Source: an optimization exercise on an open RTL-to-GDS flow (aim: small area). Production flows keep margins and buffers that such runs may drop. The RTL was checked by simulation tests, not by an equivalence proof against the original design. Power and IR drop assume default switching activity.

Setup of run 1:
// dpc_5x5
module dpc_5x5(
	input			clk,
	input			reset_n,
	input			bayer_format,
	input	[7:0]	i_dpc_threshold,
	input	[2:0]	i_video_syn,
	input	[7:0]	i_data_r0,
	input	[7:0]	i_data_r1,
	input	[7:0]	i_data_r2,
	input	[7:0]	i_data_r3,
	input	[7:0]	i_data_r4,
	output	[2:0]	o_video_sync,
	output	[7:0]	o_data
);
export LEC_CHECK = 0
export ABC_AREA = 1
export CAP_MARGIN = 20
export CORE_MARGIN = 2
export CORE_UTILIZATION = 55
export CTS_CLUSTER_DIAMETER = 100
export CTS_CLUSTER_SIZE = 30
export SLEW_MARGIN = 20
create_clock -name core_clock -period 3.5 [get_ports {clk}]
standard.sh (not shown) runs the stock make flow with config.mk's settings and CLKGATE_MAP_FILE= SYNTH_SCRIPT=/design/flow/synth_recipe.tcl, a recipe that flattens the netlist after the stock synthesis.
==> flow/flow/run.sh <==
#!/bin/bash
# Layout flow: the standard synthesis, then the combinational logic of
# the synthesised netlist is mapped again (remap.tcl); registers are left
# exactly as the standard synthesis made them. The re-mapped netlist is used
# only if Yosys proves it equivalent to the standard one (check.tcl). The
# rest is the standard layout (floorplan to finish), with the port buffers
# made of the smallest buffer cell and a clock tree without dummy loads.
# Each tool writes its own log here.
set -euo pipefail
R=orfs/results/${FLOW_PLATFORM}/dpc_5x5/base

# 1. standard synthesis
bash standard.sh synth > log_synth.txt 2>&1

# 2. map the combinational logic again, keep it if proven equivalent
cp "$R/1_2_yosys.v" log_1_2_yosys_standard.v
if yosys -c flow/remap.tcl > log_remap.txt 2>&1 && yosys -c flow/check.tcl > log_check.txt 2>&1; then
	echo "re-mapped netlist proven equivalent; using it" > log_choice.txt
	cp remap_out.v "$R/1_2_yosys.v"
	rm -f "$R/1_synth.odb" "$R/1_synth.sdc"
else
	echo "re-mapped netlist not used; keeping the standard netlist" > log_choice.txt
fi

# 3. the rest of the standard layout
bash standard.sh "BUFFER_PORTS_ARGS=-buffer_cell sky130_fd_sc_hd__buf_1" "CTS_ARGS=-sink_clustering_enable -repair_clock_nets -sink_clustering_size 30 -sink_clustering_max_diameter 100 -dont_use_dummy_load" finish > log_layout.txt 2>&1
==> flow/flow/remap.abc <==
strash
dc2
dch
map -D 2100
topo
stime -c
buffer -c
upsize -c
dnsize -c
==> flow/flow/remap.tcl <==
# Map the combinational part of the standard synthesis netlist again: the
# adder cells that synthesis extracted are dissolved into plain logic and
# ABC maps all logic between the registers again (a dc2 rewrite, then a
# mapping for area under a 2.1 ns required time, then the sizing steps of
# the standard synthesis script),
# with its delay target and constraints. Flip-flops are
# kept as cells (same names and types); only the logic between them changes.
yosys -import
set lib $::env(FLOW_HOME)/platforms/$::env(FLOW_PLATFORM)/lib/sky130_fd_sc_hd__tt_025C_1v80.lib
set top $::env(FLOW_TOP)
set net orfs/results/$::env(FLOW_PLATFORM)/dpc_5x5/base/1_2_yosys.v

read_liberty -ignore_miss_func $lib
read_verilog $net
hierarchy -top $top
# keep every sequential cell as it is
setattr -mod -set keep_hierarchy 1 sky130_fd_sc_hd__df* sky130_fd_sc_hd__edf* sky130_fd_sc_hd__sdf* sky130_fd_sc_hd__dl* sky130_fd_sc_hd__sdl*
flatten
opt_clean
stat -liberty $lib

set dont_use {}
foreach c {probe_p_8 probec_p_8 lpflow_*} { lappend dont_use -dont_use sky130_fd_sc_hd__$c }
abc -script flow/remap.abc -liberty $lib {*}$dont_use -constr flow/abc.constr -D [expr {int($::env(FLOW_PERIOD_NS) * 1000)}]
opt_clean -purge
stat -liberty $lib
select $top
write_verilog -noattr -noexpr -nohex -nodec -selected remap_out.v
Other scripts of this flow, unchanged in this note and not shown: flow/flow/abc.constr, flow/flow/check.tcl
Run 1 completed; timing, DRC and antenna clean
## Diff of input files: run 2 against run 1
-- flow/flow/run.sh --
<<< run 1, line 5
# only if Yosys proves it equivalent to the standard one (check.tcl). The
# rest is the standard layout (floorplan to finish), with the port buffers
# made of the smallest buffer cell and a clock tree without dummy loads.
# Each tool writes its own log here.
set -euo pipefail
>>> run 2, line 5
# only if Yosys proves it equivalent to the standard one (check.tcl). The
# rest is the standard layout (floorplan to finish), with the port buffers
# made of the smallest buffer cell and a clock tree of clkbuf_8 cells in
# clusters of up to 18 sinks, without dummy loads.
# Each tool writes its own log here.
set -euo pipefail
<<< run 1, line 24

# 3. the rest of the standard layout
bash standard.sh "BUFFER_PORTS_ARGS=-buffer_cell sky130_fd_sc_hd__buf_1" "CTS_ARGS=-sink_clustering_enable -repair_clock_nets -sink_clustering_size 30 -sink_clustering_max_diameter 100 -dont_use_dummy_load" finish > log_layout.txt 2>&1
>>> run 2, line 25

# 3. the rest of the standard layout
bash standard.sh "BUFFER_PORTS_ARGS=-buffer_cell sky130_fd_sc_hd__buf_1" "CTS_ARGS=-sink_clustering_enable -repair_clock_nets -sink_clustering_size 18 -sink_clustering_max_diameter 80 -dont_use_dummy_load -buf_list sky130_fd_sc_hd__clkbuf_8" finish > log_layout.txt 2>&1
Results
- Going from run 1 to run 2, clock distribution area overhead in the final layout went down 0.60 points; utilization went down 0.57 points; cell-internal power went down 280 uW; total power divided by cell area went down 23 nW/um2; sequential group share of total power went up 1.1 points.
- Taking run 1 as the reference point, the post-route cell area of run 2 falls by 110 um2.
- dfxtp_1 as the cell type of the slowest stage on the worst timing path was reported by run 2, and dfxtp_2 by run 1.
Inputs modified between run 2 and run 3:
-- flow/flow/run.sh --
<<< run 2, line 5
# only if Yosys proves it equivalent to the standard one (check.tcl). The
# rest is the standard layout (floorplan to finish), with the port buffers
# made of the smallest buffer cell and a clock tree of clkbuf_8 cells in
# clusters of up to 18 sinks, without dummy loads.
# Each tool writes its own log here.
set -euo pipefail
>>> run 3, line 5
# only if Yosys proves it equivalent to the standard one (check.tcl). The
# rest is the standard layout (floorplan to finish), with the port buffers
# made of the smallest buffer cell and a clock tree without dummy loads.
# Each tool writes its own log here.
set -euo pipefail
<<< run 2, line 25

# 3. the rest of the standard layout
bash standard.sh "BUFFER_PORTS_ARGS=-buffer_cell sky130_fd_sc_hd__buf_1" "CTS_ARGS=-sink_clustering_enable -repair_clock_nets -sink_clustering_size 18 -sink_clustering_max_diameter 80 -dont_use_dummy_load -buf_list sky130_fd_sc_hd__clkbuf_8" finish > log_layout.txt 2>&1
>>> run 3, line 24

# 3. the rest of the standard layout
bash standard.sh "BUFFER_PORTS_ARGS=-buffer_cell sky130_fd_sc_hd__buf_1" "CTS_ARGS=-sink_clustering_enable -repair_clock_nets -sink_clustering_size 30 -sink_clustering_max_diameter 100 -dont_use_dummy_load" finish > log_layout.txt 2>&1
==> flow/flow/remap.abc <==
strash
dc2
dch
map -D 1800
topo
stime -c
buffer -c
upsize -c
dnsize -c
-- flow/flow/remap.tcl --
<<< run 2, line 2
# adder cells that synthesis extracted are dissolved into plain logic and
# ABC maps all logic between the registers again (a dc2 rewrite, then a
# mapping for area under a 2.1 ns required time, then the sizing steps of
# the standard synthesis script),
# with its delay target and constraints. Flip-flops are
>>> run 3, line 2
# adder cells that synthesis extracted are dissolved into plain logic and
# ABC maps all logic between the registers again (a dc2 rewrite, then a
# mapping for area under a 1.8 ns required time, then the sizing steps of
# the standard synthesis script),
# with its delay target and constraints. Flip-flops are
Findings:
[compare] base=run 2 new=run 3: shortest clock period the worst path allows after layout picked up an extra 0.028 ns; total power after layout picked up an extra 1.3 mW; relative contribution of the clock network to total power picked up an extra 0.3 points; wire length of the first global-routing pass picked up an extra 7.1%.
Clock-buffer cell count, run 3 and run 2: higher on run 2
--- input diff run 3..run 4 ---
==> flow/flow/remap.abc <==
strash
dc2
dch
map -D 2100
topo
stime -c
buffer -c
upsize -c
dnsize -c
-- flow/flow/remap.tcl --
<<< run 3, line 2
# adder cells that synthesis extracted are dissolved into plain logic and
# ABC maps all logic between the registers again (a dc2 rewrite, then a
# mapping for area under a 1.8 ns required time, then the sizing steps of
# the standard synthesis script),
# with its delay target and constraints. Flip-flops are
>>> run 4, line 2
# adder cells that synthesis extracted are dissolved into plain logic and
# ABC maps all logic between the registers again (a dc2 rewrite, then a
# mapping for area under a 2.1 ns required time, then the sizing steps of
# the standard synthesis script),
# with its delay target and constraints. Flip-flops are
-- flow/config.mk --
<<< run 3, line 9
export CAP_MARGIN = 20
export CORE_MARGIN = 2
export CORE_UTILIZATION = 55
export CTS_CLUSTER_DIAMETER = 100
export CTS_CLUSTER_SIZE = 30
>>> run 4, line 9
export CAP_MARGIN = 20
export CORE_MARGIN = 2
export CORE_UTILIZATION = 65
export CTS_CLUSTER_DIAMETER = 100
export CTS_CLUSTER_SIZE = 30
### Flow results
Going from run 3 to run 4, via density per instance grew by a few percent.
Going from run 3 to run 4, cell area after synthesis shrinks by 2.6%.
Clock insertion delay at the later pin of the skew report: run 4 vs run 3 down 0.02 ns
Between run 3 and run 4, the storage element area does not differ in any meaningful way.
Run 4: PASS, flow complete, no timing, DRC or antenna violations
Run 3 went all the way through the flow, and no timing, DRC or antenna check failed.
Maximum frequency down 4.6 MHz in run 4 wrt run 3
Sort run 4 and run 3 by worst supply voltage drop on vdd, ascending, and run 3 comes first.
Combinational fraction of design power ended up 2.9 points lower on run 4 than on run 3.

-- re-timing with driven ports --
The flow's constraints put no driver on any port. The routed layouts listed below were extracted and timed again, unchanged, in two steps.
Step 1 sets driving cells, clkbuf_16 on the clock port and buf_2 on the other inputs (assumed; they add their load-dependent delay and slew).
Step 2 moves the port delays by t, midway between the first and last clock arrival at a register: inputs arrive t later, outputs are due t later. That takes back most of the time a late clock gives input paths.
Three values: ideal ports, drivers, drivers and shift; two values: the first two.
| run | t, ns | setup slack, ns | latest minus earliest clock arrival (ns) | slew at the worst register clock pin (ns) | pins driven straight from the clock port |
|---|---|---|---|---|---|
| run 1 | 0.537 | 0.199 / 0.199 / 0.019 | 0.066 / 0.066 | 0.11 / 0.11 | 1 |
| run 2 | 0.582 | 0.183 / 0.183 / 0.009 | 0.022 / 0.022 | 0.12 / 0.12 | 1 |
| run 3 | 0.514 | 0.155 / 0.155 / 0.155 | 0.106 / 0.106 | 0.11 / 0.11 | 1 |
| run 4 | 0.531 | 0.103 / 0.103 / -0.065 | 0.026 / 0.026 | 0.11 / 0.11 | 1 |
With both steps, setup timing fails in run 4, where it was met with ideal ports. For run 1, which loses most, drivers alone change the setup slack by 0.000 ns; drivers and shift together by -0.180 ns.
